Source: an optimization exercise on an open RTL-to-GDS flow (aim: small area). Production flows keep margins and buffers that such runs may drop. In this exercise RTL edits were held to simulation tests only and were not proved equivalent to the original. Power figures rest on the tool's default switching activity, not on a simulated workload.

### design/flow/design.v
module top (
    input        clk,
    input        rst_raw,
    input        confirm_raw,
    input  [3:0] col,
    output [3:0] row,
    output [6:0] seg2,
    output [1:0] anode2,
    output [6:0] seg4,
    output [3:0] anode4,
    output       ain,
    output       gain,
    output       shutdown_n
);
    function [9:0] lf10(input [9:0] q);
        lf10 = {q[8:0], (q[9] ^ q[2]) & (|q[8:0])};
    endfunction
    function [12:0] lf13(input [12:0] q);
        lf13 = {q[11:0], q[12] ^ q[2]};
    endfunction
    localparam [12:0] S_0    = 13'd1,
                      S_4202 = 13'd6930,
                      S_4625 = 13'd2502,
                      S_6248 = 13'd1377,
                      S_6249 = 13'd2754;
    reg [9:0] rcnt;
    reg       rprev;
    reg       db_reset;
    always @(posedge clk) begin
        rprev <= rst_raw;
        rcnt  <= (rst_raw != rprev) ? 10'd1 : lf10(rcnt);
        if (rst_raw == rprev && rcnt == 10'd0)
            db_reset <= rst_raw;
    end
    reg [9:0] ccnt;
    reg       cprev;
    reg       db_confirm;
    always @(posedge clk) begin
        cprev <= confirm_raw & ~rst_raw;
        ccnt  <= (rst_raw || confirm_raw != cprev) ? 10'd1 : lf10(ccnt);
    end
    always @(posedge clk or posedge rst_raw) begin
        if (rst_raw)
            db_confirm <= 0;
        else if (confirm_raw == cprev && ccnt == 10'd0)
            db_confirm <= confirm_raw;
    end
    reg [5:0] cnt_lo;
    reg [9:0] cnt_hi;
    always @(posedge clk or posedge db_reset) begin
        if (db_reset) begin
            cnt_lo <= 0; cnt_hi <= 0;
        end else begin
            cnt_lo <= {cnt_lo[4:0], cnt_lo[5] ^ cnt_lo[4] ^ (cnt_lo[4:0] == 5'd0)};
            cnt_hi <= cnt_hi + (cnt_lo == 6'b100000);
        end
    end
    reg [1:0] scan_row;
    reg [9:0] dcnt;        
    reg       scanning;
    wire dfull   = (dcnt == 10'd0);
    wire colany  = (col != 4'b1111);
    wire valid   = ~scanning & dfull;
    always @(posedge clk or posedge db_reset) begin
        if (db_reset)
            scan_row <= 0;
        else if (scanning & ~colany)
            scan_row <= scan_row + 1;
    end
    always @(posedge clk) begin
        dcnt     <= (db_reset | ~scanning | ~colany) ? 10'd1 : lf10(dcnt);
        scanning <= db_reset | (scanning ? ~(colany & dfull) : ~colany);
    end
    assign row = ~(4'b0001 << scan_row);
    reg [3:0] key;
    always @(posedge clk) begin
        if (scanning & dfull) begin
            case ({scan_row, col})
                {2'd0,4'b1110}: key <= 4'h1;
                {2'd0,4'b1101}: key <= 4'h2;
                {2'd0,4'b1011}: key <= 4'h3;
                {2'd0,4'b0111}: key <= 4'hA;
                {2'd1,4'b1110}: key <= 4'h4;
                {2'd1,4'b1101}: key <= 4'h5;
                {2'd1,4'b1011}: key <= 4'h6;
                {2'd1,4'b0111}: key <= 4'hB;
                {2'd2,4'b1110}: key <= 4'h7;
                {2'd2,4'b1101}: key <= 4'h8;
                {2'd2,4'b1011}: key <= 4'h9;
                {2'd2,4'b0111}: key <= 4'hC;
                {2'd3,4'b1110}: key <= 4'hE;
                {2'd3,4'b1101}: key <= 4'h0;
                {2'd3,4'b1011}: key <= 4'hF;
                {2'd3,4'b0111}: key <= 4'hD;
                default:        key <= 4'h0;
            endcase
        end
    end
    reg db_valid;
    always @(posedge clk or posedge rst_raw) begin
        if (rst_raw) db_valid <= 0;
        else         db_valid <= valid;
    end
    reg [1:0] st;
    reg       pend;
    reg [3:0] dl, dr;
    wire post = (st == 2'd3);
    always @(posedge clk)
        pend <= db_valid & ~post;
    always @(posedge clk or posedge db_reset) begin
        if (db_reset) begin
            st <= 0; dl <= 4'hF; dr <= 4'hF;
        end else begin
            if (pend) begin
                dl <= dr; dr <= key;
            end
            if (!post) begin
                if (db_valid) begin
                    if (st != 2'd2) st <= st + 1;
                end else if (st == 2'd2 && db_confirm)
                    st <= 2'd3;
            end
        end
    end
    wire [7:0] code = {dl, dr};
    reg        vcode;
    always @(*) begin
        case (code)
            8'h1A, 8'h2A, 8'h3A, 8'h4B, 8'h5B, 8'h6B, 8'h7C, 8'h8C, 8'h9C: vcode = 1'b1;
            default: vcode = 1'b0;
        endcase
    end
    reg [4:0]  H;
    reg [12:0] L;
    wire term = (L == S_6249);
    always @(posedge clk) begin
        if (!post) begin
            H <= 5'd31; L <= S_6248;
        end else begin
            L <= term ? (vcode ? S_0 : S_4202) : lf13(L);
            if (term & ~(H[4] & ~H[0])) H <= H + 1;
        end
    end
    wire [3:0] dsel = cnt_hi[9] ? dr : dl;
    reg  [6:0] s2;
    always @(*) begin
        case (dsel)
            4'h0: s2 = 7'b0111111;
            4'h1: s2 = 7'b0000110;
            4'h2: s2 = 7'b1011011;
            4'h3: s2 = 7'b1001111;
            4'h4: s2 = 7'b1100110;
            4'h5: s2 = 7'b1101101;
            4'h6: s2 = 7'b1111101;
            4'h7: s2 = 7'b0000111;
            4'h8: s2 = 7'b1111111;
            4'h9: s2 = 7'b1101111;
            4'hA: s2 = 7'b1110111;
            4'hB: s2 = 7'b1111100;
            4'hC: s2 = 7'b0111001;
            4'hD: s2 = 7'b1011110;
            4'hE: s2 = 7'b1111001;
            default: s2 = 7'b1110001;
        endcase
    end
    assign seg2   = s2;
    assign anode2 = cnt_hi[9] ? 2'b10 : 2'b01;
    localparam [6:0] LA = 7'b1110111, LB = 7'b1111100, LC = 7'b0111001,
                     LD = 7'b1011110, LE = 7'b1111001, LF = 7'b1110001,
                     LH = 7'b1110110, LI = 7'b0000110, LK = 7'b1110101,
                     LN = 7'b1010100, LO = 7'b0111111, LP = 7'b1110011,
                     LR = 7'b1010000, LS = 7'b1101101, LT = 7'b0000111,
                     LU = 7'b0111110, SP = 7'b0000000;
    wire [1:0] pos   = cnt_hi[9:8];
    wire [1:0] shift = {H[3] & H[2], H[3] & H[1]};
    wire [2:0] idx   = {1'b0, pos} + {1'b0, shift};
    wire       dact  = post & vcode & ~H[4];
    reg  [27:0] name;
    always @(*) begin
        case (code)
            8'h1A: name = {LC, LH, LI, LP};
            8'h2A: name = {LB, LA, LR, SP};
            8'h3A: name = {LC, LH, LO, LC};
            8'h4B: name = {LN, LU, LT, LS};
            8'h5B: name = {LC, LA, LK, LE};
            8'h6B: name = {LO, LR, LE, LO};
            8'h7C: name = {LC, LA, LF, LE};
            8'h8C: name = {LA, LC, LA, LI};
            8'h9C: name = {LR, LA, LN, LD};
            default: name = {SP, SP, SP, SP};
        endcase
    end
    reg [6:0] s4;
    always @(*) begin
        case (idx)
            3'd0: s4 = name[27:21];
            3'd1: s4 = name[20:14];
            3'd2: s4 = name[13:7];
            3'd3: s4 = name[6:0];
            default: s4 = SP;
        endcase
    end
    assign seg4   = dact ? s4 : SP;
    assign anode4 = ~(4'b0001 << pos);
    wire chirp_edge = (L == S_4202);
    reg [23:0] step;
    always @(*) begin
        case ({vcode, chirp_edge, H[3:0]})
            6'd0: step = 24'd110728;
            6'd1: step = 24'd109928;
            6'd2: step = 24'd109128;
            6'd3: step = 24'd108328;
            6'd4: step = 24'd107528;
            6'd5: step = 24'd106728;
            6'd6: step = 24'd105928;
            6'd7: step = 24'd105128;
            6'd8: step = 24'd104328;
            6'd9: step = 24'd103528;
            6'd10: step = 24'd102728;
            6'd11: step = 24'd101928;
            6'd12: step = 24'd101128;
            6'd13: step = 24'd101128;
            6'd14: step = 24'd101128;
            6'd15: step = 24'd101128;
            6'd16: step = 24'd110728;
            6'd17: step = 24'd110728;
            6'd18: step = 24'd109928;
            6'd19: step = 24'd109128;
            6'd20: step = 24'd108328;
            6'd21: step = 24'd107528;
            6'd22: step = 24'd106728;
            6'd23: step = 24'd105928;
            6'd24: step = 24'd105128;
            6'd25: step = 24'd104328;
            6'd26: step = 24'd103528;
            6'd27: step = 24'd102728;
            6'd28: step = 24'd101928;
            6'd29: step = 24'd101128;
            6'd30: step = 24'd101128;
            6'd31: step = 24'd101128;
            6'd32: step = 24'd352187;
            6'd33: step = 24'd352187;
            6'd34: step = 24'd263314;
            6'd35: step = 24'd263314;
            6'd36: step = 24'd73819;
            6'd37: step = 24'd73819;
            6'd38: step = 24'd73819;
            6'd39: step = 24'd73819;
            6'd40: step = 24'd73819;
            6'd41: step = 24'd73819;
            6'd42: step = 24'd73819;
            6'd43: step = 24'd73819;
            6'd44: step = 24'd73819;
            6'd45: step = 24'd73819;
            6'd46: step = 24'd73819;
            6'd47: step = 24'd73819;
            6'd48: step = 24'd352187;
            6'd49: step = 24'd352187;
            6'd50: step = 24'd263314;
            6'd51: step = 24'd263314;
            6'd52: step = 24'd73819;
            6'd53: step = 24'd73819;
            6'd54: step = 24'd73819;
            6'd55: step = 24'd73819;
            6'd56: step = 24'd73819;
            6'd57: step = 24'd73819;
            6'd58: step = 24'd73819;
            6'd59: step = 24'd73819;
            6'd60: step = 24'd73819;
            6'd61: step = 24'd73819;
            6'd62: step = 24'd73819;
            6'd63: step = 24'd73819;
            default: step = 24'd0;
        endcase
    end
    reg  [23:0] acc;
    wire [23:0] sum;
    wire [24:0] cy;
    assign cy[0] = 1'b0;
    genvar gi;
    generate
        for (gi = 0; gi < 24; gi = gi + 1) begin : g_add
            assign sum[gi]  = acc[gi] ^ step[gi] ^ cy[gi];
            assign cy[gi+1] = (acc[gi] & step[gi]) | (cy[gi] & (acc[gi] ^ step[gi]));
        end
    endgenerate
    wire clr = term & ((H == 5'd31) |
                       (vcode & ((H == 5'd1) | (H == 5'd3) | (H == 5'd4) |
                                 (H == 5'd5) | (H == 5'd6))));
    always @(posedge clk)
        acc <= clr ? 24'd0 : sum;
    reg tone;
    always @(posedge clk)
        tone <= post & (((H == 5'd31) & term) |
                        (vcode ? ((H <= 5'd4) | (H == 5'd6))
                               : ((H <= 5'd11) | ((H == 5'd12) & tone & (L != S_4625)))));
    reg ain_r;
    always @(posedge clk or posedge db_reset) begin
        if (db_reset)
            ain_r <= 0;
        else
            ain_r <= tone ? (acc[23] ? ~(cnt_hi[1] & cnt_hi[0]) : ~(cnt_hi[1] | cnt_hi[0]))
                          : ~cnt_hi[1];
    end
    assign ain        = ain_r;
    assign gain       = 1'b0;
    assign shutdown_n = ~db_reset;
endmodule
### design/flow/flow/run.sh
#!/bin/bash
# Standard layout, with plain buf_1 cells as port buffers and a clock tree
# without dummy loads. Each tool's output goes to its own log here.
set -euo pipefail
cat >> config.mk <<'EOC'
export BUFFER_PORTS_ARGS = -buffer_cell sky130_fd_sc_hd__buf_1
export CTS_ARGS = -sink_clustering_enable -repair_clock_nets -dont_use_dummy_load -buf_list {sky130_fd_sc_hd__clkbuf_4 sky130_fd_sc_hd__clkbuf_8}
EOC
bash standard.sh > make_flow.log 2>&1
### design/flow/standard.sh
#!/bin/bash
# synth_recipe.tcl (not shown) runs the flow's synth.tcl, then flattens the netlist and writes it again
# the make line also repeats each setting of config.mk as NAME=value (left out here)
make -C /OpenROAD-flow-scripts/flow DESIGN_CONFIG=/design/flow/config.mk WORK_HOME=/design/flow/orfs CLKGATE_MAP_FILE= SYNTH_SCRIPT=/design/flow/synth_recipe.tcl "${@:-finish}"
### design/flow/config.mk
export PLATFORM = sky130hd
export DESIGN_NAME = top
export DESIGN_NICKNAME = top
export VERILOG_FILES = /design/flow/design.v
export SDC_FILE = /design/flow/constraint.sdc
export NUM_CORES = 4
export LEC_CHECK = 0
export CAP_MARGIN = 20
export CORE_MARGIN = 2
export CORE_UTILIZATION = 40
export CTS_BUF_LIST = sky130_fd_sc_hd__clkbuf_4 sky130_fd_sc_hd__clkbuf_8
export CTS_CLUSTER_DIAMETER = 100
export CTS_CLUSTER_SIZE = 30
export SLEW_MARGIN = 20
export BUFFER_PORTS_ARGS = -buffer_cell sky130_fd_sc_hd__buf_1
export CTS_ARGS = -sink_clustering_enable -repair_clock_nets -dont_use_dummy_load -buf_list {sky130_fd_sc_hd__clkbuf_4 sky130_fd_sc_hd__clkbuf_8}
### design/flow/constraint.sdc
create_clock -name core_clock -period 10.0 [get_ports {clk}]
set_input_delay 2.0000 -clock core_clock [delete_from_list [all_inputs] [get_ports {clk}]]
set_output_delay 2.0000 -clock core_clock [all_outputs]
set_load 0.01 [all_outputs]
==> results of run 1 <==
## path summary, 6_finish.rpt
check / slack (ps) / cells past startpoint / startpoint / end
max: 950 / 36 / dl[1] / acc[22]
min: 370 / 0 / cnt_lo[4] / cnt_lo[5]
max reg2reg: 950 / 36 / dl[1] / acc[22]
min reg2reg: 370 / 0 / cnt_lo[4] / cnt_lo[5]
max in group asynchronous: 8360 / 2 / rst_raw / db_valid
min in group asynchronous: 410 / 1 / db_reset / scan_row[1]
## per-stage QoR
| stage | hold WS [ps] | instance area (um2) |
|---|---|---|
| 2_1_floorplan | 354 | 6290 |
| 3_3_place_gp | 361 | 6540 |
| 3_5_place_dp | 365 | 6540 |
| 4_1_cts | 375 | 6770 |
| 5_1_grt | 394 | 6780 |
| 6_report | 373 | 6780 |
## sequential cells by signal, indices dropped and copies added (netlist names)
register	cells
acc	24
L	13
ccnt	10
cnt_hi	10
dcnt	10
rcnt	10
cnt_lo	6
H	5
dl	4
dr	4
key	4
scan_row	2
st	2
ain_r	1
cprev	1
db_confirm	1
db_reset	1
db_valid	1
pend	1
rprev	1
scanning	1
tone	1
## cell usage after synthesis, types with 6 or more instances
cell type  instances
mux2i_1           10
a21oi_1           28
nand2b_1           8
o21a_1             9
fa_1              17
nor2_1            50
clkbuf_1          19
ha_1              44
mux2_2             9
xnor2_1           13
o21ai_0           43
dfxtp_1           77
dfrtp_1           23
o211ai_1           6
a21o_1             6
a31oi_1           13
and3_1            18
nand2_1           53
nor3_1            10
dfstp_2            8
and2_1            22
nor2b_1           20
inv_1             48
buf_2              6
nand3_1           24
## placed cells by master (no fill, tap or decap), types with 3 or more instances in the layout
master,instances
nand2b_1,8
and3_1,18
nor2b_1,20
a21o_1,6
xnor2_1,13
nand4_1,4
a31oi_1,13
nor2_1,50
dfrtp_1,23
buf_4,3
o211ai_1,6
and2_1,22
a21boi_0,4
a22oi_1,4
buf_1,32
mux2_2,9
or2_2,4
o21a_1,9
ha_1,44
or3_1,4
clkbuf_8,17
nand3b_1,3
dfstp_2,8
xor2_1,5
edfxtp_1,5
dfxtp_1,77
fa_1,17
o21ai_0,43
nand2_1,53
inv_1,47
nor3_1,10
nand3_1,24
a21oi_1,28
nor4_1,5
mux2i_1,10
o221ai_1,4
## cell families after synthesis
group,after synthesis,share of synthesized area [%]
AOI/OAI and AO/OA,141,14.5
xor gates and xnor gates,18,2.51
adders and majority gates,61,14.2
buffers and inverters,82,5.41
DFF,113,39.4
muxes,20,3.56
other,1,0.0597
and+or+nand+nor,242,20.4
## layer usage
layer  track usage, %  routed length (um)  vias to the layer above
met5                0                   0                        -
met1             21.0                5930                     2302
met4             6.20                 197                        0
met2             25.7                5970                       91
met3             4.00                 389                       18
li1                 -                   -                     2367
## final cells by class
type | count | area share, %
Timing Repair Buffer | 35 | 2.10
Multi-Input combinational cell | 483 | 51.3
Tap cell | 211 | 3.89
Sequential cell | 113 | 36.5
Inverter | 49 | 2.75
Clock buffer | 17 | 3.45
## where the power goes
part | leakage [nW] | switching, mW | internal (mW)
Clock | 0.122 | 0.146 | 0.148
Sequential | 1.06 | 0.0865 | 0.580
Combinational | 1.75 | 0.331 | 0.252
==> summary.txt, run 1 <==
status timing/DRC/antenna clean; Num CTS Buffers 17; top post-synthesis cells by area dfxtp_1 (25%), dfrtp_1 (9.2%), ha_1 (8.8%); Core Region 15300 um2; most used cell, CP fa_1; min Tclk post-route 9050 ps; Crit Path Category reg2reg; crit share post-route 90.5%; max-capacitance violation count 0; share of cells above drive strength 1 7.89%; Final Net Count 767; average cell area after synthesis 9.27 um2; CP endpoint kind register; endpoints failing hold 0; vias 4778; die area 16700 um2; hold buffers post-CTS 0; clock network latency to the later pin of the worst-skew pair 430 ps; drt pass-1 iters 4; vias per cell 5.26; non-filler cells in the finished layout 908; Fmax 110 MHz; Async SR Flop Fraction 27.4%; # diodes 0; Worst Hold Class reg2reg; Synth Instances 678; Startpoint Class register; CP max FO 18; worst slew pin tran 897 ps; Cells after DPL 891; Buf+Inv Stages, Crit Path 7; Unique masters post-synth 71; Post-CTS Resized 0; vias in the first global route 4625; worst path required time 10260 ps; die width 129 um; WL per Instance 13.7 um; RePlAce Congestion 0.867; Worst path slowest cell dfstp_2; WL final 12500 um; final core utilization 44.4%; clock skew 32.4 ps; IO Count 34; multi-input logic area 3480 um2; filler instances 1491; Clock Root Buffer clkbuf_8; Final Max Slew Viols 0; Post-synth EDFFs 5; Starting Density 41.2%; GRT Overall Usage 16.1%; relative slew slack 38.5%; Rows 45; grt ovf 0; RSZ-0062 raised after global routing no; PortBufs 32; first-pass GRT wire length 21500 um; PnR worst setup slack 948 ps; Netlist Area Pre-Place 6290 um2; FF+latch area 2480 um2; Clock Tree Buf Depth 2; Seq/Total Area, Yosys 39.4%; Yosys reg bits 113; PD cells 228 nW/um2; TritonCTS Sinks 113; final setup vio count 0; area delta synth->final 7.86%; Tot Pwr 1.54 mW; initial antenna violation count 0; HPWL Detailed 9080 um; DRT iter0 DRCs 266; leakage power 2.93 nW; post-synth top area share 24.5%; worst vdd ir 0.100 mV; Ys Warns 1; clk slew on worst S/H paths 60 ps; H-tree depth 4; area leader, netlist dfxtp_1; dpl ws 908 ps; syn_nets 746; postcts setup bufs 0; die span in y 129 um; dominant synthesized flop cell dfxtp_1; slowest stage delay, CP 700 ps; Crit path max-delay family adder cells; Remaining DRCs 0; Routed Antenna Nets 0; setup TNS 0 ps; CP arrival 9310 ps; CTS tree yes; largest net degree at the start of global routing 31
==> run 2: changes to the inputs <==
==> design/flow/run.sh (new file) <==
#!/bin/bash
# synth_recipe.tcl (not shown) runs the flow's synth.tcl, then flattens the netlist and writes it again
# the make line also repeats each setting of config.mk as NAME=value (left out here)
make -C /OpenROAD-flow-scripts/flow DESIGN_CONFIG=/design/flow/config.mk WORK_HOME=/design/flow/orfs CLKGATE_MAP_FILE= SYNTH_SCRIPT=/design/flow/synth_recipe.tcl finish
--- a/design/flow/config.mk
+++ b/design/flow/config.mk
@@ -14,3 +14 @@
 export SLEW_MARGIN = 20
-export BUFFER_PORTS_ARGS = -buffer_cell sky130_fd_sc_hd__buf_1
-export CTS_ARGS = -sink_clustering_enable -repair_clock_nets -dont_use_dummy_load -buf_list {sky130_fd_sc_hd__clkbuf_4 sky130_fd_sc_hd__clkbuf_8}
removed: design/flow/flow/run.sh
removed: design/flow/standard.sh
==> run 2 against run 1 <==
  * Combinational power up 7.7%
  * Utilization up 2.5 points
  * Clock power up 54%
  * Worst hold slack better by 3.7 ps
  * Routed wire length up 0.82%
  * Cell count up 1.7%
  * Critical path type unchanged
==> summary.txt, run 2 <==
status timing/DRC/antenna clean; Worst path slowest cell dfstp_2; top post-synthesis cells by area dfxtp_1 (25%), dfrtp_1 (9.2%), ha_1 (8.8%); Core Region 15300 um2 (unchanged); Sequential Power Share 38.1% (-5.1 points); initial antenna violation count 0 (unchanged); filler instances 1468 (-1.5%); endpoints failing hold 0 (unchanged); clock network latency to the later pin of the worst-skew pair 440 ps (about the same); placed cell area 6740 um2 (+3.1%); Design Area, Final 7170 um2 (+5.7%); Starting Density 41.2% (unchanged); CP endpoint kind register; r2r startpoint dl[1]; crit share post-route 91.1% (+0.55 points); Post-CTS Resized 0 (unchanged); top-count cell post-synth dfxtp_1; share of cells above drive strength 1 9.83% (+1.9 points); hold path depth 0 (unchanged); Startpoint Class register; most frequent cells in the layout dfxtp_1 (77), nand2_1 (53), nor2_1 (50), inv_1 (47), ha_1 (44); vias in the first global route 4674 (+1.1%); post-synth top area share 24.5% (unchanged); syn_nets 746 (unchanged); PD cells 244 nW/um2 (+7.1%); worst slew pin tran 908 ps (+11.7 ps); Async SR Flop Fraction 27.4% (unchanged); Yosys reg bits 113 (unchanged); average cell area after synthesis 9.27 um2 (unchanged); Comb pwr share 35.9% (-1.9 points); Netlist Area Pre-Place 6290 um2 (unchanged); # diodes 0 (unchanged); Routed Antenna Nets 0 (unchanged); drt pass-1 iters 4 (unchanged); Ys Warns 1 (unchanged); min Tclk post-route 9110 ps (+54.9 ps); clk slew on worst S/H paths 70 ps (about the same); GRT Overall Usage 16.2% (+0.15 points); reg2reg end acc[22]; reg2reg setup slack 890 ps (-50 ps); Post-synth EDFFs 5 (unchanged); vias per cell 5.19 (-1.4%); WL per Instance 13.6 um (-0.82%); clock skew 14.7 ps (-17.8 ps); relative slew slack 37.7% (-0.80 points); Buf+Inv Stages, Crit Path 7 (unchanged); Unique masters post-synth 71 (unchanged); final setup vio count 0 (unchanged); Min-Delay Endpoint cnt_lo[4]; CP max FO 18 (unchanged); Critical Path Start dl[1]; IO Count 34 (unchanged); Worst Hold Class reg2reg; die width 129 um (unchanged); leakage power 3.11 nW (+6.1%); Largest regs acc: 24 flops, L: 13 flops; PortBufs 32 (unchanged); DRT iter0 DRCs 367 (+38%); worst vdd ir 0.119 mV (+18%); largest net degree at the start of global routing 31 (unchanged); Remaining DRCs 0 (unchanged); clock power share 26.0% (+6.9 points); Synth Instances 678 (unchanged); Final Max Slew Viols 0 (unchanged); Reg with most FFs acc; Hold Path Origin cnt_lo[3]; Switch Pwr 0.615 mW (+9.2%); RSZ-0062 raised after global routing no; H-tree depth 4 (unchanged); Crit Path Category reg2reg; Clock Root Buffer clkbuf_8; RePlAce Congestion 0.892 (+2.9%); postcts setup bufs 0 (unchanged); dominant synthesized flop cell dfxtp_1; WL final 12600 um (+0.82%); area leader, netlist dfxtp_1; most instantiated cells after synthesis dfxtp_1 (77), nand2_1 (53), nor2_1 (50); most used cell, CP fa_1; grt ovf 0 (unchanged); vias 4787 (+0.19%); commonest non-fill, non-tap cell in the layout dfxtp_1; CP arrival 9400 ps (+90 ps); Power Internal 1.13 mW (+16%); slowest stage delay, CP 710 ps (about the same); worst path required time 10300 ps (+40 ps); Final Net Count 767 (unchanged); setup TNS 0 ps (unchanged); Reg2Reg Depth 36 (unchanged); Rows 45 (unchanged); Clock Tree Buf Depth 2 (unchanged); switching share of power 35.2% (-1.3 points); CTS tree yes; max reg flops 24 (unchanged); first-pass GRT wire length 21900 um (+1.8%); die span in y 129 um (unchanged); hold buffers post-CTS 0 (unchanged); Num CTS Buffers 17 (unchanged); Crit path max-delay family adder cells; TritonCTS Sinks 113 (unchanged); area delta synth->final 14.0%; die area 16700 um2 (unchanged); HPWL Detailed 8880 um (-2.2%); Seq/Total Area, Yosys 39.4% (unchanged); Fmax 110 MHz (-0.60%); max-capacitance violation count 0 (unchanged)
[run 2: cell counts after synthesis]
No cell type changed its count.
[run 2: power groups by stage]
stage | clock [mW] | combinational (mW) | sequential [mW]
floorplan | 0 | 0.492 | 0.632
global placement | 0 | 0.606 | 0.668
detailed placement | 0 | 0.628 | 0.675
CTS | 0.466 | 0.638 | 0.667
global route | 0.488 | 0.724 | 0.682
finish | 0.454 | 0.628 | 0.666
[run 2: worst max-delay path by stage]
stage / cells past startpoint / to / slack, ps
CTS: 36 / acc[22] / 840
global route: 36 / acc[22] / 420
global placement: 36 / acc[22] / 1130
floorplan: 38 / acc[22] / 1330
detailed placement: 36 / acc[22] / 900
finish: 36 / acc[22] / 890
[run 2: logic make-up (layout without fill, tap and decap cells)]
logic type / Yosys count / after routing / share of synthesized area [%]
adders and majority gates: 61 / 61 / 14.2
muxes: 20 / 20 / 3.56
and+or+nand+nor: 242 / 242 / 20.4
xor gates and xnor gates: 18 / 18 / 2.51
other: 1 / 1 / 0.0597
buffers and inverters: 82 / 116 / 5.41
AOI/OAI and AO/OA: 141 / 141 / 14.5
DFF: 113 / 113 / 39.4
[run 2: per-layer routing]
metal  track usage [%]  wire length (um)
met1              21.0              5980
met5                 0                 0
met3              4.38               455
met4              5.43               184
met2              26.3              5960
[run 2: final cells by class]
cell class	count	area [um2]	area share, %
inverter	49	186	2.60
tap	211	264	3.68
timing repair buffer	35	343	4.78
clock inverter	12	159	2.22
clock buffer	20	263	3.67
multi-input combinational	483	3480	48.5
sequential	113	2480	34.6
[run 2: stage by stage]
step | util, % | instances | hold WS, ps | worst slack, ps | power, mW
6_report | 47.0 | 923 | 376 | 893 | 1.75
5_1_grt | 47.0 | 923 | 389 | 422 | 1.89
4_1_cts | 46.9 | 923 | 378 | 843 | 1.77
3_5_place_dp | 44.2 | 891 | 362 | 897 | 1.30
3_3_place_gp | 44.2 | 891 | 359 | 1130 | 1.27
2_1_floorplan | - | 678 | 354 | 1330 | 1.12
==> run 3: changes to the inputs <==
--- a/design/flow/design.v
+++ b/design/flow/design.v
@@ -34,9 +34,8 @@
     end
-    reg [9:0] ccnt;
-    reg       cprev;
-    reg       db_confirm;
-    always @(posedge clk) begin
+    reg        cprev;
+    reg        db_confirm;
+    reg [12:0] tl;
+    wire       csat = (tl[9:0] == 10'd0);
+    always @(posedge clk)
         cprev <= confirm_raw & ~rst_raw;
-        ccnt  <= (rst_raw || confirm_raw != cprev) ? 10'd1 : lf10(ccnt);
-    end
     always @(posedge clk or posedge rst_raw) begin
@@ -44,3 +43,3 @@
             db_confirm <= 0;
-        else if (confirm_raw == cprev && ccnt == 10'd0)
+        else if (confirm_raw == cprev && csat)
             db_confirm <= confirm_raw;
@@ -105,4 +104,6 @@
     reg       pend;
-    reg [3:0] dl, dr;
+    reg [3:0] dln, drn;    
+    wire [3:0] dl = ~dln, dr = ~drn;
     wire post = (st == 2'd3);
+    wire confirm_ev = ~post & (st == 2'd2) & ~db_valid & db_confirm;
     always @(posedge clk)
@@ -111,6 +112,6 @@
         if (db_reset) begin
-            st <= 0; dl <= 4'hF; dr <= 4'hF;
+            st <= 0; dln <= 4'h0; drn <= 4'h0;
         end else begin
             if (pend) begin
-                dl <= dr; dr <= key;
+                dln <= drn; drn <= ~key;
             end
@@ -119,3 +120,3 @@
                     if (st != 2'd2) st <= st + 1;
-                end else if (st == 2'd2 && db_confirm)
+                end else if (confirm_ev)
                     st <= 2'd3;
@@ -133,11 +134,23 @@
     reg [4:0]  H;
-    reg [12:0] L;
-    wire term = (L == S_6249);
+    wire [12:0] L = tl;
+    wire term    = (L == S_6249);
+    wire db_rise = rst_raw & rprev & (rcnt == 10'd0);
     always @(posedge clk) begin
-        if (!post) begin
-            H <= 5'd31; L <= S_6248;
-        end else begin
-            L <= term ? (vcode ? S_0 : S_4202) : lf13(L);
-            if (term & ~(H[4] & ~H[0])) H <= H + 1;
-        end
+        if (rst_raw & (~post | db_rise))
+            tl <= 13'd1;
+        else if (~post) begin
+            if (confirm_ev)
+                tl <= S_6248;
+            else if (confirm_raw != cprev)
+                tl <= 13'd1;
+            else
+                tl <= {tl[11:0], (tl[9] ^ tl[2]) & (|tl[8:0])};
+        end else
+            tl <= term ? (vcode ? S_0 : S_4202) : lf13(tl);
+    end
+    always @(posedge clk) begin
+        if (!post)
+            H <= 5'd31;
+        else if (term & ~(H[4] & ~H[0]))
+            H <= H + 1;
     end
@@ -177,24 +190,41 @@
     wire       dact  = post & vcode & ~H[4];
-    reg  [27:0] name;
-    always @(*) begin
-        case (code)
-            8'h1A: name = {LC, LH, LI, LP};
-            8'h2A: name = {LB, LA, LR, SP};
-            8'h3A: name = {LC, LH, LO, LC};
-            8'h4B: name = {LN, LU, LT, LS};
-            8'h5B: name = {LC, LA, LK, LE};
-            8'h6B: name = {LO, LR, LE, LO};
-            8'h7C: name = {LC, LA, LF, LE};
-            8'h8C: name = {LA, LC, LA, LI};
-            8'h9C: name = {LR, LA, LN, LD};
-            default: name = {SP, SP, SP, SP};
-        endcase
-    end
     reg [6:0] s4;
     always @(*) begin
-        case (idx)
-            3'd0: s4 = name[27:21];
-            3'd1: s4 = name[20:14];
-            3'd2: s4 = name[13:7];
-            3'd3: s4 = name[6:0];
+        case ({code, idx})
+            {8'h1A, 3'd0}: s4 = LC;
+            {8'h1A, 3'd1}: s4 = LH;
+            {8'h1A, 3'd2}: s4 = LI;
+            {8'h1A, 3'd3}: s4 = LP;
+            {8'h2A, 3'd0}: s4 = LB;
+            {8'h2A, 3'd1}: s4 = LA;
+            {8'h2A, 3'd2}: s4 = LR;
+            {8'h2A, 3'd3}: s4 = SP;
+            {8'h3A, 3'd0}: s4 = LC;
+            {8'h3A, 3'd1}: s4 = LH;
+            {8'h3A, 3'd2}: s4 = LO;
+            {8'h3A, 3'd3}: s4 = LC;
+            {8'h4B, 3'd0}: s4 = LN;
+            {8'h4B, 3'd1}: s4 = LU;
+            {8'h4B, 3'd2}: s4 = LT;
+            {8'h4B, 3'd3}: s4 = LS;
+            {8'h5B, 3'd0}: s4 = LC;
+            {8'h5B, 3'd1}: s4 = LA;
+            {8'h5B, 3'd2}: s4 = LK;
+            {8'h5B, 3'd3}: s4 = LE;
+            {8'h6B, 3'd0}: s4 = LO;
+            {8'h6B, 3'd1}: s4 = LR;
+            {8'h6B, 3'd2}: s4 = LE;
+            {8'h6B, 3'd3}: s4 = LO;
+            {8'h7C, 3'd0}: s4 = LC;
+            {8'h7C, 3'd1}: s4 = LA;
+            {8'h7C, 3'd2}: s4 = LF;
+            {8'h7C, 3'd3}: s4 = LE;
+            {8'h8C, 3'd0}: s4 = LA;
+            {8'h8C, 3'd1}: s4 = LC;
+            {8'h8C, 3'd2}: s4 = LA;
+            {8'h8C, 3'd3}: s4 = LI;
+            {8'h9C, 3'd0}: s4 = LR;
+            {8'h9C, 3'd1}: s4 = LA;
+            {8'h9C, 3'd2}: s4 = LN;
+            {8'h9C, 3'd3}: s4 = LD;
             default: s4 = SP;
==> design/flow/flow/run.sh (new file) <==
#!/bin/bash
# Standard synthesis, then the combinational logic re-mapped for area by
# yosys/abc (registers untouched), then the standard layout with plain buf_1
# port buffers and a clock tree without dummy loads.
set -euo pipefail
HERE=$(pwd)
cat >> config.mk <<'EOC'
export BUFFER_PORTS_ARGS = -buffer_cell sky130_fd_sc_hd__buf_1
export CTS_ARGS = -sink_clustering_enable -repair_clock_nets -dont_use_dummy_load -buf_list {sky130_fd_sc_hd__clkbuf_4 sky130_fd_sc_hd__clkbuf_8}
EOC
bash standard.sh synth > make_synth.log 2>&1
R=$HERE/orfs/results/$FLOW_PLATFORM/top/base
cp $R/1_2_yosys.v $HERE/1_2_yosys_standard.v
export REOPT_LIB=$FLOW_HOME/platforms/sky130hd/lib/sky130_fd_sc_hd__tt_025C_1v80.lib
export REOPT_IN=$HERE/1_2_yosys_standard.v
export REOPT_OUT=$HERE/1_2_yosys_reopt.v
export REOPT_SCRIPT=$HERE/flow/reopt.abc
export REOPT_DONT_USE=$(sed -n '/DONT_USE_CELLS/,/^$/p' $FLOW_HOME/platforms/sky130hd/config.mk | grep -o "sky130_fd_sc_hd__[a-z0-9_]*" | sed 's/^/-dont_use /' | tr '\n' ' ')
yosys -c $HERE/flow/reopt.tcl > $HERE/reopt_yosys.log 2>&1
cp $REOPT_OUT $R/1_2_yosys.v
rm -f $R/1_synth.odb
bash standard.sh > make_finish.log 2>&1
==> design/flow/flow/reopt.abc (new file) <==
strash
&get -n
&deepsyn -T 60
&put
dch
amap
==> design/flow/flow/reopt.tcl (new file) <==
# Re-map the combinational logic of the standard synthesis for area.
# Registers and the tie cell are kept as they are (same cells, same names).
yosys read_liberty -ignore_miss_func $::env(REOPT_LIB)
yosys read_verilog $::env(REOPT_IN)
yosys hierarchy -top $::env(FLOW_TOP)
yosys setattr -mod -set keep_hierarchy 1 sky130_fd_sc_hd__df* sky130_fd_sc_hd__edf* sky130_fd_sc_hd__conb_*
yosys flatten
yosys opt_clean
yosys stat -liberty $::env(REOPT_LIB)
yosys abc -liberty $::env(REOPT_LIB) {*}$::env(REOPT_DONT_USE) -script $::env(REOPT_SCRIPT) $::env(FLOW_TOP)
yosys opt_clean -purge
yosys delete t:\$scopeinfo
yosys rename -enumerate -pattern reopt_%_
yosys stat -liberty $::env(REOPT_LIB)
yosys select $::env(FLOW_TOP)
yosys write_verilog -noattr -nohex -nodec -selected $::env(REOPT_OUT)
==> design/flow/standard.sh (new file) <==
#!/bin/bash
# synth_recipe.tcl (not shown) runs the flow's synth.tcl, then flattens the netlist and writes it again
# the make line also repeats each setting of config.mk as NAME=value (left out here)
make -C /OpenROAD-flow-scripts/flow DESIGN_CONFIG=/design/flow/config.mk WORK_HOME=/design/flow/orfs CLKGATE_MAP_FILE= SYNTH_SCRIPT=/design/flow/synth_recipe.tcl "${@:-finish}"
--- a/design/flow/config.mk
+++ b/design/flow/config.mk
@@ -14 +14,3 @@
 export SLEW_MARGIN = 20
+export BUFFER_PORTS_ARGS = -buffer_cell sky130_fd_sc_hd__buf_1
+export CTS_ARGS = -sink_clustering_enable -repair_clock_nets -dont_use_dummy_load -buf_list {sky130_fd_sc_hd__clkbuf_4 sky130_fd_sc_hd__clkbuf_8}
removed: design/flow/run.sh
==> run 3 against run 2 <==
  * Still clean
  * Setup slack better by 2000 ps
  * Sequential cell count down 10
  * Via count down 10%
  * Fmax up 28%
  * Routed wire length down 19%
  * Cell count down 12%
  * Critical path depth up 8
  * First-iteration DRC count down 38%
==> summary.txt, run 3 <==
status timing/DRC/antenna clean; Fmax 140 MHz (+28%); CP arrival 7400 ps (-2000 ps); Worst Hold Class reg2reg; DRT iter0 DRCs 226 (-38%); switching share of power 31.6% (-3.6 points); first-pass GRT wire length 17600 um (-20%); Power Internal 0.684 mW (-40%); FF+latch area 2270 um2 (-8.5%); commonest non-fill, non-tap cell in the layout nor2_1; Final Max Slew Viols 0 (unchanged); WL final 10200 um (-19%); Comb pwr share 25.1% (-11 points); Startpoint Class register; H-tree depth 3 (-1); Ys Warns 1 (unchanged); slowest stage delay, CP 420 ps (-290 ps); Reg with most FFs acc; endpoints failing hold 0 (unchanged); Largest regs acc: 24 flops, tl: 13 flops; TritonCTS Sinks 103 (-8.8%); die area 12900 um2 (-23%); syn_nets 632 (-15%); share of cells above drive strength 1 1.80% (-8.0 points); hold_ws 391 ps (+14.1 ps); RSZ-0062 raised after global routing no; filler instances 1227 (-16%); clk slew on worst S/H paths 110 ps (+40 ps); # diodes 0 (unchanged); vias per cell 5.28 (+1.8%); area delta synth->final 9.38%; largest net degree at the start of global routing 30 (-3.2%); die span in y 114 um (-12%); multi-input logic area 2250 um2 (-35%); die width 114 um (-12%); GRT Overall Usage 16.6% (+0.40 points); worst path required time 10270 ps (-30 ps); Final Net Count 677 (-12%); max-capacitance violation count 0 (unchanged); Sequential Power Share 54.6% (+17 points); Switch Pwr 0.316 mW (-49%); CTS tree yes; vias 4301 (-10%); Remaining DRCs 0 (unchanged); HPWL Detailed 7810 um (-12%); Synth Instances 625 (-7.8%); crit share post-route 71.3% (-20 points); min Tclk post-route 7130 ps (-1980 ps); most used cell, CP nor2_1; Num CTS Buffers 9 (-8); Crit Path Category reg2reg; leakage power 2.02 nW (-35%); worst slew pin tran 684 ps (-224 ps); final core utilization 44.3% (-2.7 points); Routed Antenna Nets 0 (unchanged); Hold Path Origin cnt_lo[0]; worst vdd ir 0.105 mV (-12%); Starting Density 40.5% (-0.73 points); clock skew 38.2 ps (+23.6 ps); WL per Instance 12.5 um (-8.4%); initial antenna violation count 0 (unchanged); PortBufs 32 (unchanged); vias in the first global route 3958 (-15%); max reg flops 24 (unchanged); clock power share 20.3% (-5.7 points); Critical Path Start dln[3]; final setup vio count 0 (unchanged); clock network latency to the later pin of the worst-skew pair 370 ps (-70 ps); RePlAce Congestion 0.915 (+2.5%); hold buffers post-CTS 0 (unchanged); IO Count 34 (unchanged); Worst path slowest cell clkinv_1; Clock Root Buffer clkbuf_8; Rows 40 (-11%); relative slew slack 53.2% (+16 points); setup TNS 0 ps (unchanged); Post-CTS Resized 0 (unchanged); CP max FO 13 (-5); drt pass-1 iters 5 (+1); grt ovf 0 (unchanged); Core Region 11900 um2 (-22%); most frequent cells in the layout nor2_1 (156), clkinv_1 (76), dfxtp_1 (67), nand2_1 (51), o21ai_0 (43); Netlist Area Pre-Place 4800 um2 (-24%); PD cells 190 nW/um2 (-22%); average cell area after synthesis 7.68 um2 (-17%); postcts setup bufs 0 (unchanged); r2r startpoint dln[3]; CP endpoint kind register; Clock Tree Buf Depth 2 (unchanged)
-- run 3: power by group through the flow --
stage / Combinational, mW / Clock [mW] / Sequential (mW)
CTS: 0.254 / 0.215 / 0.546
finish: 0.251 / 0.203 / 0.546
global route: 0.293 / 0.228 / 0.554
floorplan: 0.209 / 0 / 0.541
global placement: 0.244 / 0 / 0.553
detailed placement: 0.253 / 0 / 0.554
-- run 3: final cells by class --
type                            instances  area share, %
Timing Repair Buffer                   34           2.57
Tap cell                              147           3.50
Sequential cell                       103           43.2
Inverter                               76           5.43
Clock buffer                            9           2.36
Multi-Input combinational cell        446           42.9
-- run 3: stage by stage --
step                      setup slack [ps]  cells  instance area (um2)  power (mW)
after floorplan                       3800    625                 4800       0.750
after global placement                3240    806                 5130       0.796
after detailed placement              2930    806                 5130       0.807
after CTS                             2870    815                 5250        1.01
after global routing                  1780    815                 5250        1.08
final                                 2870    815                 5250        1.00
-- run 3: worst paths after layout --
| path | to | slack [ps] | cells past startpoint |
|---|---|---|---|
| setup / recovery | acc[23] | 2870 | 44 |
| hold / removal | cnt_lo[1] | 390 | 0 |
| setup reg to reg | acc[23] | 2870 | 44 |
| hold reg to reg | cnt_lo[1] | 390 | 0 |
| max in group asynchronous | db_valid | 8350 | 2 |
| min in group asynchronous | ain_r | 410 | 2 |
-- run 3: routing by layer --
layer / GRT usage (%) / routed length (um) / part of all wire [%] / up-vias
met2: 26.7 / 4660 / 46 / 85
met3: 3.93 / 411 / 4.0 / 5
met5: 0 / 0 / 0 / -
li1: - / - / - / 2239
met4: 5.53 / 97 / 0.95 / 0
met1: 22.2 / 5020 / 49 / 1972
-- run 3: critical path, delay by kind of cell (launching register included) --
kind / cells / cell delay, ps
simple gates: 29 / 4330
compound gates: 13 / 1720
buf+inv: 2 / 560
flops: 1 / 410
==> run 4: changes to the inputs <==
--- a/design/flow/design.v
+++ b/design/flow/design.v
@@ -22,3 +22,3 @@
                       S_4202 = 13'd6930,
-                      S_4625 = 13'd2502,
+                      S_4624 = 13'd1251,
                       S_6248 = 13'd1377,
@@ -31,5 +31,6 @@
         rcnt  <= (rst_raw != rprev) ? 10'd1 : lf10(rcnt);
-        if (rst_raw == rprev && rcnt == 10'd0)
-            db_reset <= rst_raw;
+        db_reset <= db_reset_next;
     end
+    wire db_reset_next = (rst_raw == rprev && rcnt == 10'd0) ? rst_raw : db_reset;
+    wire srst = db_reset | db_reset_next;
     reg        cprev;
@@ -48,4 +49,4 @@
     reg [9:0] cnt_hi;
-    always @(posedge clk or posedge db_reset) begin
-        if (db_reset) begin
+    always @(posedge clk) begin
+        if (srst) begin
             cnt_lo <= 0; cnt_hi <= 0;
@@ -62,4 +63,4 @@
     wire valid   = ~scanning & dfull;
-    always @(posedge clk or posedge db_reset) begin
-        if (db_reset)
+    always @(posedge clk) begin
+        if (srst)
             scan_row <= 0;
@@ -73,25 +74,23 @@
     assign row = ~(4'b0001 << scan_row);
-    reg [3:0] key;
-    always @(posedge clk) begin
-        if (scanning & dfull) begin
+    reg [3:0] keydec;
+    always @(*) begin
             case ({scan_row, col})
-                {2'd0,4'b1110}: key <= 4'h1;
-                {2'd0,4'b1101}: key <= 4'h2;
-                {2'd0,4'b1011}: key <= 4'h3;
-                {2'd0,4'b0111}: key <= 4'hA;
-                {2'd1,4'b1110}: key <= 4'h4;
-                {2'd1,4'b1101}: key <= 4'h5;
-                {2'd1,4'b1011}: key <= 4'h6;
-                {2'd1,4'b0111}: key <= 4'hB;
-                {2'd2,4'b1110}: key <= 4'h7;
-                {2'd2,4'b1101}: key <= 4'h8;
-                {2'd2,4'b1011}: key <= 4'h9;
-                {2'd2,4'b0111}: key <= 4'hC;
-                {2'd3,4'b1110}: key <= 4'hE;
-                {2'd3,4'b1101}: key <= 4'h0;
-                {2'd3,4'b1011}: key <= 4'hF;
-                {2'd3,4'b0111}: key <= 4'hD;
-                default:        key <= 4'h0;
+                {2'd0,4'b1110}: keydec = 4'h1;
+                {2'd0,4'b1101}: keydec = 4'h2;
+                {2'd0,4'b1011}: keydec = 4'h3;
+                {2'd0,4'b0111}: keydec = 4'hA;
+                {2'd1,4'b1110}: keydec = 4'h4;
+                {2'd1,4'b1101}: keydec = 4'h5;
+                {2'd1,4'b1011}: keydec = 4'h6;
+                {2'd1,4'b0111}: keydec = 4'hB;
+                {2'd2,4'b1110}: keydec = 4'h7;
+                {2'd2,4'b1101}: keydec = 4'h8;
+                {2'd2,4'b1011}: keydec = 4'h9;
+                {2'd2,4'b0111}: keydec = 4'hC;
+                {2'd3,4'b1110}: keydec = 4'hE;
+                {2'd3,4'b1101}: keydec = 4'h0;
+                {2'd3,4'b1011}: keydec = 4'hF;
+                {2'd3,4'b0111}: keydec = 4'hD;
+                default:        keydec = 4'h0;
             endcase
-        end
     end
@@ -110,4 +109,4 @@
         pend <= db_valid & ~post;
-    always @(posedge clk or posedge db_reset) begin
-        if (db_reset) begin
+    always @(posedge clk) begin
+        if (srst) begin
             st <= 0; dln <= 4'h0; drn <= 4'h0;
@@ -133,5 +132,9 @@
     end
-    reg [4:0]  H;
+    reg [4:0]  hk;
+    wire [4:0] H = hk;
+    wire [3:0] key = hk[3:0];
+    reg        tone;
     wire [12:0] L = tl;
     wire term    = (L == S_6249);
+    wire hold    = term & (H == 5'd31) & ~tone & ~vcode;
     wire db_rise = rst_raw & rprev & (rcnt == 10'd0);
@@ -147,3 +150,5 @@
                 tl <= {tl[11:0], (tl[9] ^ tl[2]) & (|tl[8:0])};
-        end else
+        end else if (hold)
+            tl <= S_6249;
+        else
             tl <= term ? (vcode ? S_0 : S_4202) : lf13(tl);
@@ -151,6 +156,9 @@
     always @(posedge clk) begin
-        if (!post)
-            H <= 5'd31;
-        else if (term & ~(H[4] & ~H[0]))
-            H <= H + 1;
+        if (post) begin
+            if (term & ~hold & ~(H[4] & ~H[0]))
+                hk <= hk + 1;
+        end else if (confirm_ev)
+            hk <= 5'd31;
+        else if (scanning & dfull)
+            hk[3:0] <= keydec;
     end
@@ -234,70 +242,37 @@
     assign anode4 = ~(4'b0001 << pos);
-    wire chirp_edge = (L == S_4202);
     reg [23:0] step;
     always @(*) begin
-        case ({vcode, chirp_edge, H[3:0]})
-            6'd0: step = 24'd110728;
-            6'd1: step = 24'd109928;
-            6'd2: step = 24'd109128;
-            6'd3: step = 24'd108328;
-            6'd4: step = 24'd107528;
-            6'd5: step = 24'd106728;
-            6'd6: step = 24'd105928;
-            6'd7: step = 24'd105128;
-            6'd8: step = 24'd104328;
-            6'd9: step = 24'd103528;
-            6'd10: step = 24'd102728;
-            6'd11: step = 24'd101928;
-            6'd12: step = 24'd101128;
-            6'd13: step = 24'd101128;
-            6'd14: step = 24'd101128;
-            6'd15: step = 24'd101128;
-            6'd16: step = 24'd110728;
-            6'd17: step = 24'd110728;
-            6'd18: step = 24'd109928;
-            6'd19: step = 24'd109128;
-            6'd20: step = 24'd108328;
-            6'd21: step = 24'd107528;
-            6'd22: step = 24'd106728;
-            6'd23: step = 24'd105928;
-            6'd24: step = 24'd105128;
-            6'd25: step = 24'd104328;
-            6'd26: step = 24'd103528;
-            6'd27: step = 24'd102728;
-            6'd28: step = 24'd101928;
-            6'd29: step = 24'd101128;
-            6'd30: step = 24'd101128;
-            6'd31: step = 24'd101128;
-            6'd32: step = 24'd352187;
-            6'd33: step = 24'd352187;
-            6'd34: step = 24'd263314;
-            6'd35: step = 24'd263314;
-            6'd36: step = 24'd73819;
-            6'd37: step = 24'd73819;
-            6'd38: step = 24'd73819;
-            6'd39: step = 24'd73819;
-            6'd40: step = 24'd73819;
-            6'd41: step = 24'd73819;
-            6'd42: step = 24'd73819;
-            6'd43: step = 24'd73819;
-            6'd44: step = 24'd73819;
-            6'd45: step = 24'd73819;
-            6'd46: step = 24'd73819;
-            6'd47: step = 24'd73819;
-            6'd48: step = 24'd352187;
-            6'd49: step = 24'd352187;
-            6'd50: step = 24'd263314;
-            6'd51: step = 24'd263314;
-            6'd52: step = 24'd73819;
-            6'd53: step = 24'd73819;
-            6'd54: step = 24'd73819;
-            6'd55: step = 24'd73819;
-            6'd56: step = 24'd73819;
-            6'd57: step = 24'd73819;
-            6'd58: step = 24'd73819;
-            6'd59: step = 24'd73819;
-            6'd60: step = 24'd73819;
-            6'd61: step = 24'd73819;
-            6'd62: step = 24'd73819;
-            6'd63: step = 24'd73819;
+        case ({vcode, H[3:0]})
+            5'd0: step = 24'd110728;
+            5'd1: step = 24'd109928;
+            5'd2: step = 24'd109128;
+            5'd3: step = 24'd108328;
+            5'd4: step = 24'd107528;
+            5'd5: step = 24'd106728;
+            5'd6: step = 24'd105928;
+            5'd7: step = 24'd105128;
+            5'd8: step = 24'd104328;
+            5'd9: step = 24'd103528;
+            5'd10: step = 24'd102728;
+            5'd11: step = 24'd101928;
+            5'd12: step = 24'd101128;
+            5'd13: step = 24'd101128;
+            5'd14: step = 24'd101128;
+            5'd15: step = 24'd110728;
+            5'd16: step = 24'd352187;
+            5'd17: step = 24'd352187;
+            5'd18: step = 24'd263314;
+            5'd19: step = 24'd263314;
+            5'd20: step = 24'd73819;
+            5'd21: step = 24'd73819;
+            5'd22: step = 24'd73819;
+            5'd23: step = 24'd73819;
+            5'd24: step = 24'd73819;
+            5'd25: step = 24'd73819;
+            5'd26: step = 24'd73819;
+            5'd27: step = 24'd73819;
+            5'd28: step = 24'd73819;
+            5'd29: step = 24'd73819;
+            5'd30: step = 24'd73819;
+            5'd31: step = 24'd73819;
             default: step = 24'd0;
@@ -316,3 +291,3 @@
     endgenerate
-    wire clr = term & ((H == 5'd31) |
+    wire clr = term & (((H == 5'd31) & ~tone) |
                        (vcode & ((H == 5'd1) | (H == 5'd3) | (H == 5'd4) |
@@ -321,3 +296,2 @@
         acc <= clr ? 24'd0 : sum;
-    reg tone;
     always @(posedge clk)
@@ -325,6 +299,6 @@
                         (vcode ? ((H <= 5'd4) | (H == 5'd6))
-                               : ((H <= 5'd11) | ((H == 5'd12) & tone & (L != S_4625)))));
+                               : ((H <= 5'd11) | ((H == 5'd12) & tone & (L != S_4624)))));
     reg ain_r;
-    always @(posedge clk or posedge db_reset) begin
-        if (db_reset)
+    always @(posedge clk) begin
+        if (srst)
             ain_r <= 0;
==> run 4 against run 3 <==
  * Still clean
  * Sequential power is essentially flat
  * Global-route usage hardly changed
  * Utilization is 0.32 points higher
  * Sequential cell count fell by 4
  * Count of clock-buffer cells in the layout is the same
  * Non-clock buffer count unchanged
  * First-iteration DRC count is 74% higher
  * Critical path type is now reg2out
  * Largest cell class is now multi-input gates
  * Largest power group unchanged
==> summary.txt, run 4 <==
area delta synth->final 9.58%; most used cell, CP nor2_1; setup TNS 0 ps (unchanged); PnR worst setup slack 3360 ps (+489 ps); Final Net Count 680 (+0.44%); Worst Hold Class reg2reg; CP arrival 4640 ps (-2760 ps); hold path depth 2 (+2); Synth Instances 628 (+0.48%); die area 12400 um2 (-3.5%); # diodes 0 (unchanged); average cell area after synthesis 7.37 um2 (-4.1%); Rows 39 (-2.5%); Crit Path Category reg2out; worst vdd ir 0.125 mV (+19%); CP max FO 6 (-7); Ys Warns 1 (unchanged); Reg with most FFs acc; DRT iter0 DRCs 393 (+74%); H-tree depth 3 (unchanged); Design Area, Final 5070 um2 (-3.5%); clock power share 16.0% (-4.3 points); placed cell area 4940 um2 (-3.5%); Final Max Slew Viols 0 (unchanged); vias 4303 (+0.047%); initial antenna violation count 0 (unchanged); worst slew pin tran 584 ps (-99.7 ps); Power Internal 0.767 mW (+12%); Fmax 151 MHz (+7.4%); HPWL Detailed 7580 um (-2.9%); most frequent cells in the layout nor2_1 (152), dfxtp_1 (92), clkinv_1 (81), nand2_1 (52), a21oi_1 (33); vias per cell 5.29 (+0.17%); final core utilization 44.6% (+0.32 points); dpl ws 3500 ps (+565 ps); switching share of power 38.4% (+6.8 points); die span in y 112 um (-1.8%); clock network latency to the later pin of the worst-skew pair 370 ps (about the same); TritonCTS Sinks 99 (-3.9%); status timing/DRC/antenna clean; Switch Pwr 0.477 mW (+51%); endpoints failing hold 0 (unchanged); Core Region 11400 um2 (-4.1%); clk slew on worst S/H paths 100 ps (about the same); share of cells above drive strength 1 1.79% (-0.0080 points); hold buffers post-CTS 0 (unchanged); Num CTS Buffers 9 (unchanged); leakage power 1.87 nW (-7.3%); Clock Tree Buf Depth 2 (unchanged); GRT Overall Usage 16.6% (-0.024 points); Routed Antenna Nets 0 (unchanged); grt ovf 0 (unchanged); relative slew slack 60.0% (+6.8 points); CTS tree yes; Tot Pwr 1.24 mW (+24%); largest net degree at the start of global routing 25 (-17%); WL final 9950 um (-2.3%); syn_nets 635 (+0.47%); Remaining DRCs 0 (unchanged); drt pass-1 iters 5 (unchanged); hold_ws 419 ps (+27.9 ps); max-capacitance violation count 0 (unchanged); RSZ-0062 raised after global routing no; vias in the first global route 3903 (-1.4%); max reg flops 24 (unchanged); Cells after DPL 805 (-0.12%); die width 112 um (-1.8%); worst path required time 8000 ps (-2270 ps); Clock Root Buffer clkbuf_8; postcts setup bufs 0 (unchanged); Netlist Area Pre-Place 4630 um2 (-3.6%); Reg2Reg Depth 42 (-4.5%); PortBufs 32 (unchanged); Comb pwr share 39.9% (+15 points); RePlAce Congestion 0.883 (-3.4%); non-filler cells in the finished layout 814 (-0.12%); min Tclk post-route 6640 ps (-489 ps); PD cells 245 nW/um2 (+29%); Starting Density 40.7% (+0.22 points); commonest non-fill, non-tap cell in the layout nor2_1; slowest stage delay, CP 480 ps (+60 ps); Sequential Power Share 44.0% (-11 points); filler instances 1145 (-6.7%); IO Count 34 (unchanged); final setup vio count 0 (unchanged); Largest regs acc: 24 flops, tl: 13 flops; clock skew 30.5 ps (-7.71 ps); crit share post-route 66.4% (-4.9 points); Post-CTS Resized 0 (unchanged); first-pass GRT wire length 17200 um (-2.2%); WL per Instance 12.2 um (-2.2%); Startpoint Class register; CP endpoint kind primary output; Worst path slowest cell edfxtp_1; CP cell instances clkinv_1, nor2_1, clkinv_1, nor2_1, clkinv_1, o21ai_0, or2_0, nor2_1, nor2_1, clkinv_1, or3_1, o22ai_1, nor2_1, a21oi_1, o21bai_1, nand3_1, o21bai_1, a21oi_1, clkinv_1, o221ai_1, nor2_1, nor2_1, buf_1
run 4: path summary, 6_finish.rpt:
| check | start | to | slack [ps] |
|---|---|---|---|
| min reg2reg | tl[4] | tl[5] | 420 |
| min in group asynchronous | rst_raw | db_valid | 1550 |
| max reg2reg | dln[0] | acc[23] | 3420 |
| min | tl[4] | tl[5] | 420 |
| max | hk[1] | seg4[2] | 3360 |
| max in group asynchronous | rst_raw | db_confirm | 8320 |
run 4: power by group through the flow:
stage	sequential, mW	clock, mW	combinational [mW]
4_1_cts	0.549	0.210	0.496
5_1_grt	0.560	0.225	0.577
2_1_floorplan	0.542	0	0.406
6_report	0.548	0.199	0.497
3_3_place_gp	0.556	0	0.483
3_5_place_dp	0.557	0	0.492
run 4: cell type report:
type	count	area (um2)	share of cell area, %
clock buffer	9	124	2.44
multi-input combinational	448	2280	45.1
sequential	99	2040	40.3
timing repair buffer	34	135	2.67
tap	143	179	3.53
inverter	81	304	6.00
run 4: per-layer routing:
layer	vias up	global-route usage [%]	part of all wire, %
met4	0	8.15	3.4
met3	25	4.52	5.5
met2	127	27.0	44
met1	1908	20.4	47
met5	-	0	0
li1	2243	-	-
run 4: worst max-delay path: cells and delay by family (launching register included):
kind,cells,cell delay (ps)
compound gates,7,1390
buf+inv,6,790
flops,1,480
simple gates,10,1650

-- port drivers added, routing unchanged --
The results above use ideal ports. As a check the final layouts listed here were re-extracted and re-timed, cells and wires unchanged.
Step 1, drivers: a clkbuf_16 drives clk and a buf_2 each remaining input, both assumed.
Step 2 moves the port delays by t, midway between the first and last clock arrival at a register: inputs arrive t later, outputs are due t later. That takes back most of the time a late clock gives input paths.
Three values: no drivers, after step 1, after step 2; two values: the first two.
run	t, ns	setup WS [ns]	latest minus earliest clock arrival (ns)	slew at the worst register clock pin (ns)	pins driven straight from the clock port
run 1	0.450	0.948 / 0.948 / 0.948	0.034 / 0.035	0.08 / 0.08	1
run 2	0.462	0.893 / 0.893 / 0.893	0.015 / 0.015	0.08 / 0.08	1
run 3	0.390	2.873 / 2.873 / 2.873	0.039 / 0.039	0.11 / 0.11	1
run 4	0.393	3.362 / 3.328 / 3.417	0.031 / 0.031	0.10 / 0.10	1
After both steps setup and hold are still met in every run listed.
